Source: an optimization exercise on an open RTL-to-GDS flow (aim: small area and a short achievable clock period). Production flows keep margins and buffers that such runs may drop. In this exercise RTL edits were held to simulation tests only and were not proved equivalent to the original. Power figures rest on the tool's default switching activity, not on a simulated workload.

Design Microprocessor, start of the top module:
module Microprocessor(ins, A, B, current_address, ans_ex, mux_ans_dm, ans_wb, data_out, data_in, interrupt, clk, reset,
                      pm_data, dm_en, dm_we, dm_wdata, dm_rdata);
Size: about 1900 cells after synthesis, ~130 I/O pins.
Settings: LEC_CHECK=0, CAP_MARGIN=20, CORE_MARGIN=2, CORE_UTILIZATION=50, CTS_CLUSTER_DIAMETER=100, CTS_CLUSTER_SIZE=28, SETUP_SLACK_MARGIN=4.3, SLEW_MARGIN=20; clock period 11.0 ns.
standard.sh (not shown) runs the stock make flow with config.mk's settings and CLKGATE_MAP_FILE= SYNTH_SCRIPT=/design/flow/synth_recipe.tcl, a recipe that flattens the netlist after the stock synthesis.
==> flow/flow/run.sh <==
#!/bin/bash
# Own layout flow: the standard layout (standard.sh) with three changes to
# synthesis only. Registers, flattening, renaming, and floorplan to finish are
# as in the standard flow.
#  1. Yosys's full/half-adder extraction (ADDER_MAP_FILE) is skipped, so ABC
#     maps adders and comparators as plain logic with fast carry paths.
#  2. The combinational modules opsel_a, opsel_b (register-bank read port
#     merged with operand forwarding) and flagpc (flags and next address) are
#     replaced by gl.v, hand-mapped sky130hd netlists of the same functions,
#     which flow/gen_gl.py writes here first. Synthesis treats them as black
#     boxes (SYNTH_BLACKBOXES), and they are read in before the final flatten.
#  3. ABC maps the rest of the top module for area (flow/own_abc.script in
#     place of ORFS's speed script): its logic is off the critical paths,
#     which run through the hand-mapped modules.
# One change to placement: the buffers that the standard flow puts on every
# input and output port are sky130_fd_sc_hd__buf_1 (BUFFER_PORTS_ARGS) rather
# than the delay cell buffer_ports picks by default; the resizer may size them.
set -euo pipefail
W=$PWD
python3 flow/gen_gl.py gl.v > gen_gl.log 2>&1
{
  head -n 1 synth_recipe.tcl
  echo 'set ::env(ADDER_MAP_FILE) ""'
  echo "set ::own_abc_script $W/flow/own_abc.script"
  echo 'proc own_fix_abc {args} { global abc_args; set i [lsearch -exact $abc_args -script]; if {$i >= 0} { lset abc_args [expr {$i + 1}] $::own_abc_script } }'
  echo 'trace add variable ::abc_args write own_fix_abc'
  sed -n '2p' synth_recipe.tcl
  echo "read_verilog -overwrite $W/gl.v"
  echo 'hierarchy -check -top $::env(DESIGN_NAME)'
  tail -n +3 synth_recipe.tcl
} > own_synth.tcl
sed "s#SYNTH_SCRIPT=[^ ]*#SYNTH_SCRIPT=$W/own_synth.tcl#" standard.sh > own_standard.sh
export SYNTH_BLACKBOXES='opsel_a opsel_b flagpc'
export BUFFER_PORTS_ARGS='-buffer_cell sky130_fd_sc_hd__buf_1'
bash own_standard.sh finish > flow_make.log 2>&1
Other scripts of this flow, unchanged in this note and not shown: flow/flow/gen_gl.py, flow/flow/own_abc.script
Rerun with:
Settings changed: CORE_UTILIZATION 50 to 45, CTS_CLUSTER_SIZE 28 to 26.
Routed wire length came out lower slightly.
Core utilization shrinks by 5.0 points.
Worst setup slack got worse by 0.034 ns.
Total power goes up slightly.
Synthesized cell count is unchanged.
Critical path depth came out lower by 4.
Rerun with:
Settings changed: SETUP_SLACK_MARGIN 4.3 to 4.6.
Total power rose by 1.6%.
Clock-buffer cell count fell by 7.
Fmax stays flat.
Synthesized cell count does not change.
Register-to-register slack improved by 0.20 ns.

## old
Microprocessor, a different RTL version from the one above (not shown whole).
Size: ~130 I/O pins, about 19,000 um^2 of cells after synthesis.
==> flow/config.mk <==
export PLATFORM = sky130hd
export DESIGN_NAME = Microprocessor
export DESIGN_NICKNAME = Microprocessor
export VERILOG_FILES = /design/flow/design.v
export SDC_FILE = /design/flow/constraint.sdc
export NUM_CORES = 4
export LEC_CHECK = 0
export CAP_MARGIN = 20
export CORE_MARGIN = 2
export CORE_UTILIZATION = 40
export SETUP_SLACK_MARGIN = 3.5
export SLEW_MARGIN = 20
==> flow/constraint.sdc <==
create_clock -name core_clock -period 11.0 [get_ports {clk}]
set_input_delay 2.2000 -clock core_clock [delete_from_list [all_inputs] [get_ports {clk}]]
set_output_delay 2.2000 -clock core_clock [all_outputs]
set_load 0.01 [all_outputs]
==> flow/flow/run.sh <==
#!/bin/bash
# Own layout flow: the standard layout (standard.sh) with three changes to
# synthesis only. Registers, flattening, renaming, and floorplan to finish are
# as in the standard flow.
#  1. Yosys's full/half-adder extraction (ADDER_MAP_FILE) is skipped, so ABC
#     maps adders and comparators as plain logic with fast carry paths.
#  2. The combinational modules opsel_a, opsel_b (register-bank read port
#     merged with operand forwarding) and flagpc (flags and next address) are
#     replaced by flow/gl.v, hand-mapped sky130hd netlists of the same
#     functions (generated by gen/gen_gl.py). Synthesis treats them as black
#     boxes (SYNTH_BLACKBOXES), and they are read in before the final flatten.
# One change to placement: the buffers that the standard flow puts on every
# input and output port are sky130_fd_sc_hd__buf_2 (BUFFER_PORTS_ARGS) rather
# than the delay cell buffer_ports picks by default; the resizer may size them.
set -euo pipefail
W=$PWD
{
  head -n 1 synth_recipe.tcl
  echo 'set ::env(ADDER_MAP_FILE) ""'
  sed -n '2p' synth_recipe.tcl
  echo "read_verilog -overwrite $W/flow/gl.v"
  echo 'hierarchy -check -top $::env(DESIGN_NAME)'
  tail -n +3 synth_recipe.tcl
} > own_synth.tcl
sed "s#SYNTH_SCRIPT=[^ ]*#SYNTH_SCRIPT=$W/own_synth.tcl#" standard.sh > own_standard.sh
export SYNTH_BLACKBOXES='opsel_a opsel_b flagpc'
export BUFFER_PORTS_ARGS='-buffer_cell sky130_fd_sc_hd__buf_2'
bash own_standard.sh finish > flow_make.log 2>&1
Other scripts of this flow, unchanged in this note and not shown: flow/flow/gl.v
> inputs changed (old -> new)
- changing SETUP_SLACK_MARGIN from 3.5 to 4.5
- setting CTS_BUF_LIST to sky130_fd_sc_hd__clkbuf_8 for the first time
- setting CTS_CLUSTER_SIZE to 20 for the first time
[summary]
Compared with old, in new relative contribution of combinational cells to total power picked up an extra 6.3 points, utilization after layout picked up an extra 4.2 points, final worst clock skew picked up an extra 0.0065 ns, worst-case setup margin in the final layout picked up an extra 0.68 ns, flip-flop and latch count neither gained nor lost much.
Slew at the pin with the worst max-slew slack: new vs old down 0.063 ns
Comparing old and new, clock network power share is lower on new.
Going from old to new, number of DRC markers after the initial detailed-route iteration grew by more than 10%.
As far as synthesized area goes, old and new are indistinguishable; the numbers are identical.
Number of instances resized during post-cts repair (lower): old

Setup of the reference run:
Microprocessor, a different RTL version from the one above (not shown whole).
For scale: about 0.018 mm2 of cells after synthesis.
// Microprocessor
module Microprocessor(ins, A, B, current_address, ans_ex, mux_ans_dm, ans_wb, data_out, data_in, interrupt, clk, reset,
                      pm_data, dm_en, dm_we, dm_wdata, dm_rdata);
clock: 11.0 ns
lec_check: 0
cap_margin: 20
core_margin: 2
core_utilization: 45
cts_cluster_diameter: 100
cts_cluster_size: 26
setup_slack_margin: 4.6
slew_margin: 20
==> flow/flow/run.sh <==
#!/bin/bash
# Own layout flow: the standard layout (standard.sh) with three changes to
# synthesis only. Registers, flattening, renaming, and floorplan to finish are
# as in the standard flow.
#  1. Yosys's full/half-adder extraction (ADDER_MAP_FILE) is skipped, so ABC
#     maps adders and comparators as plain logic with fast carry paths.
#  2. The combinational modules opsel_a, opsel_b (register-bank read port
#     merged with operand forwarding) and flagpc (flags and next address) are
#     replaced by gl.v, hand-mapped sky130hd netlists of the same functions,
#     which flow/gen_gl.py writes here first. Synthesis treats them as black
#     boxes (SYNTH_BLACKBOXES), and they are read in before the final flatten.
#  3. ABC maps the rest of the top module for area (flow/own_abc.script in
#     place of ORFS's speed script): its logic is off the critical paths,
#     which run through the hand-mapped modules.
# One change to placement: the buffers that the standard flow puts on every
# input and output port are sky130_fd_sc_hd__buf_1 (BUFFER_PORTS_ARGS) rather
# than the delay cell buffer_ports picks by default; the resizer may size them.
set -euo pipefail
W=$PWD
python3 flow/gen_gl.py gl.v > gen_gl.log 2>&1
{
  head -n 1 synth_recipe.tcl
  echo 'set ::env(ADDER_MAP_FILE) ""'
  echo "set ::own_abc_script $W/flow/own_abc.script"
  echo 'proc own_fix_abc {args} { global abc_args; set i [lsearch -exact $abc_args -script]; if {$i >= 0} { lset abc_args [expr {$i + 1}] $::own_abc_script } }'
  echo 'trace add variable ::abc_args write own_fix_abc'
  sed -n '2p' synth_recipe.tcl
  echo "read_verilog -overwrite $W/gl.v"
  echo 'hierarchy -check -top $::env(DESIGN_NAME)'
  tail -n +3 synth_recipe.tcl
} > own_synth.tcl
sed "s#SYNTH_SCRIPT=[^ ]*#SYNTH_SCRIPT=$W/own_synth.tcl#" standard.sh > own_standard.sh
export SYNTH_BLACKBOXES='opsel_a opsel_b flagpc'
export BUFFER_PORTS_ARGS='-buffer_cell sky130_fd_sc_hd__buf_1'
bash own_standard.sh finish > flow_make.log 2>&1
Other scripts of this flow, unchanged in this note and not shown: flow/flow/gen_gl.py, flow/flow/own_abc.script
The reference run has completed all stages; timing, DRC and antenna checks passed.
diff inputs: the reference run => the trial run
diff --git a/flow/config.mk b/flow/config.mk
--- a/flow/config.mk
+++ b/flow/config.mk
@@ -12,3 +12,3 @@
 export CTS_CLUSTER_SIZE = 26
-export SETUP_SLACK_MARGIN = 4.6
+export SETUP_SLACK_MARGIN = 4.3
 export SLEW_MARGIN = 20
[summary]
The trial run — largest net degree at the start of global routing 8 lower, the reference run as reference. Across the trial run and the reference run, none had a timing, DRC or antenna violation. There was hardly any difference in register area between the reference run and the trial run. STATUS net switching power: the trial run wins against the reference run. Comparing the reference run against the trial run, there is no change at all in number of buffers on the longest clock path. Via count was lower in the trial run than in the reference run.

Setup of pepper:
Microprocessor, a different RTL version from the one above (not shown whole).
Size in the first run: ~1700 cells after synthesis, ~130 I/O pins.
==> flow/design.v (excerpt) <==
module Microprocessor(ins, A, B, current_address, ans_ex, mux_ans_dm, ans_wb, data_out, data_in, interrupt, clk, reset,
                      pm_data, dm_en, dm_we, dm_wdata, dm_rdata);
Settings: LEC_CHECK=0, CAP_MARGIN=10, CORE_MARGIN=2, CORE_UTILIZATION=50, CTS_CLUSTER_DIAMETER=100, CTS_CLUSTER_SIZE=26, SETUP_SLACK_MARGIN=4.3, SLEW_MARGIN=10; clock period 11.0 ns.
==> flow/flow/own_abc.script <==
strash
dch
amap -F 5
topo
Scripts as last shown in full above: flow/flow/run.sh
Other scripts of this flow, unchanged in this note and not shown: flow/flow/gen_gl.py
pepper ended with every stage complete and zero timing, DRC or antenna violations.
### pepper -> harbor
Settings: CAP_MARGIN changed from 10 to 20; SETUP_SLACK_MARGIN changed from 4.3 to 4.4; SLEW_MARGIN changed from 10 to 20.
==> flow/flow/own_abc.script <==
strash
dch
map -a
topo
stime -c
Findings:
The run showing the greater area of the die is harbor. harbor vs. pepper: vias after detailed routing went up by 0.84%. Going from pepper to harbor, first-pass GRT wire length grew by a few percent. The sequential cell area share number comes out higher for pepper vs harbor. Taking pepper as 1.0, harbor lands at 0.78 on largest net degree at the start of global routing. In harbor the wire length turned out about 1.2% higher than in pepper. Setup slack: harbor lower than pepper. Worst setup slack after placement in harbor is 0.16 ns lower than in pepper. Diff pepper -> harbor | number of multi-input logic gates | up by a few percent. The number of diodes added for antenna fixing reported for harbor is greater than that of pepper by 2.
Setup changes, harbor to fjord
Settings: changing SETUP_SLACK_MARGIN from 4.4 to 4.2.
==> flow/flow/own_abc.script <==
strash
dch
amap -F 5
topo
Findings:
Clock skew essentially unchanged between fjord and harbor.
Compared to harbor, fjord has number of non-clock buffers in the layout 30 lower.
Against harbor, fjord reports a fraction of area in clock buffers and inverters that is higher.
In fjord the ratio of final minimum period to clock period turned out 0.52 points higher than in harbor.
fjord vs. harbor: fraction of power consumed by the clock network has increased; relative contribution of combinational cells to total power has decreased.

Microprocessor, a different RTL version from the one above (not shown whole).
For scale: about 1800 cells after synthesis.
==> flow/config.mk <==
export PLATFORM = sky130hd
export DESIGN_NAME = Microprocessor
export DESIGN_NICKNAME = Microprocessor
export VERILOG_FILES = /design/flow/design.v
export SDC_FILE = /design/flow/constraint.sdc
export NUM_CORES = 4
export LEC_CHECK = 0
export CAP_MARGIN = 20
export CORE_MARGIN = 2
export CORE_UTILIZATION = 45
export CTS_CLUSTER_DIAMETER = 100
export CTS_CLUSTER_SIZE = 30
export SETUP_SLACK_MARGIN = 4.3
export SLEW_MARGIN = 20
==> flow/constraint.sdc <==
create_clock -name core_clock -period 11.0 [get_ports {clk}]
set_input_delay 2.2000 -clock core_clock [delete_from_list [all_inputs] [get_ports {clk}]]
set_output_delay 2.2000 -clock core_clock [all_outputs]
set_load 0.01 [all_outputs]
==> flow/flow/run.sh <==
#!/bin/bash
# Own layout flow: the standard layout (standard.sh) with three changes to
# synthesis only. Registers, flattening, renaming, and floorplan to finish are
# as in the standard flow.
#  1. Yosys's full/half-adder extraction (ADDER_MAP_FILE) is skipped, so ABC
#     maps adders and comparators as plain logic with fast carry paths.
#  2. The combinational modules opsel_a, opsel_b (register-bank read port
#     merged with operand forwarding) and flagpc (flags and next address) are
#     replaced by gl.v, hand-mapped sky130hd netlists of the same functions,
#     which flow/gen_gl.py writes here first. Synthesis treats them as black
#     boxes (SYNTH_BLACKBOXES), and they are read in before the final flatten.
# One change to placement: the buffers that the standard flow puts on every
# input and output port are sky130_fd_sc_hd__buf_1 (BUFFER_PORTS_ARGS) rather
# than the delay cell buffer_ports picks by default; the resizer may size them.
set -euo pipefail
W=$PWD
python3 flow/gen_gl.py gl.v > gen_gl.log 2>&1
{
  head -n 1 synth_recipe.tcl
  echo 'set ::env(ADDER_MAP_FILE) ""'
  sed -n '2p' synth_recipe.tcl
  echo "read_verilog -overwrite $W/gl.v"
  echo 'hierarchy -check -top $::env(DESIGN_NAME)'
  tail -n +3 synth_recipe.tcl
} > own_synth.tcl
sed "s#SYNTH_SCRIPT=[^ ]*#SYNTH_SCRIPT=$W/own_synth.tcl#" standard.sh > own_standard.sh
export SYNTH_BLACKBOXES='opsel_a opsel_b flagpc'
export BUFFER_PORTS_ARGS='-buffer_cell sky130_fd_sc_hd__buf_1'
bash own_standard.sh finish > flow_make.log 2>&1
Other scripts of this flow, unchanged in this note and not shown: flow/flow/gen_gl.py
The starting point finished with timing, DRC and antenna clean.
Rerun with:
- CTS_CLUSTER_SIZE: 30 -> 24
The changed run passed the timing, design-rule and antenna checks.
Non-clock buffer count increases by 28.
Area after synthesis does not change.
Cell count increases by 1.2%.
Wire length increases by 1.0%.
Combinational power increases by 3.3%.
Fmax decreases by 1.1%.
Worst hold slack hardly moves.

separate check: timing with driven ports:
Ports are ideal in the flow. The routed layouts listed here were re-timed in OpenROAD. Step 1 assumes that a clkbuf_16 drives the clock port and a buf_2 every other input. Step 2 also shifts input and output timing later by t, the mid clock arrival at the registers, as if the neighbouring blocks saw the same clock. Three values: no drivers, after step 1, after step 2; two values: the first two.
| run | t (ns) | setup slack, ns | hold WS [ns] | clock arrival spread, ns |
|---|---|---|---|---|
| the first run of note 1 | 0.607 | 4.355 / 4.296 / 4.314 | 0.412 / 0.412 / 0.412 | 0.035 / 0.035 |
| the second run of note 1 | 0.603 | 4.320 / 4.258 / 4.258 | 0.403 / 0.403 / 0.403 | 0.036 / 0.035 |
| the third run of note 1 | 0.609 | 4.319 / 4.258 / 4.330 | 0.405 / 0.405 / 0.405 | 0.031 / 0.031 |
| old | 0.627 | 3.689 / 3.623 / 3.860 | 0.415 / 0.415 / 0.415 | 0.020 / 0.021 |
| new | 0.696 | 4.370 / 4.276 / 4.276 | 0.422 / 0.422 / 0.422 | 0.027 / 0.027 |
| the reference run | 0.601 | 4.344 / 4.284 / 4.400 | 0.420 / 0.420 / 0.420 | 0.038 / 0.037 |
| the trial run | 0.601 | 4.377 / 4.318 / 4.357 | 0.407 / 0.407 / 0.407 | 0.042 / 0.042 |
| pepper | 0.596 | 4.353 / 4.325 / 4.325 | 0.409 / 0.409 / 0.409 | 0.034 / 0.034 |
| harbor | 0.610 | 4.292 / 4.234 / 4.302 | 0.403 / 0.403 / 0.403 | 0.026 / 0.026 |
| fjord | 0.601 | 4.235 / 4.180 / 4.194 | 0.411 / 0.411 / 0.411 | 0.025 / 0.024 |
| the first run of note 5 | 0.597 | 4.350 / 4.294 / 4.350 | 0.419 / 0.419 / 0.419 | 0.040 / 0.041 |
| the second run of note 5 | 0.603 | 4.275 / 4.245 / 4.245 | 0.416 / 0.416 / 0.416 | 0.024 / 0.024 |
After both steps every run listed still meets setup and hold. The setup slack of new, which loses most, moves by -0.094 ns with the drivers and by -0.094 ns with both steps.
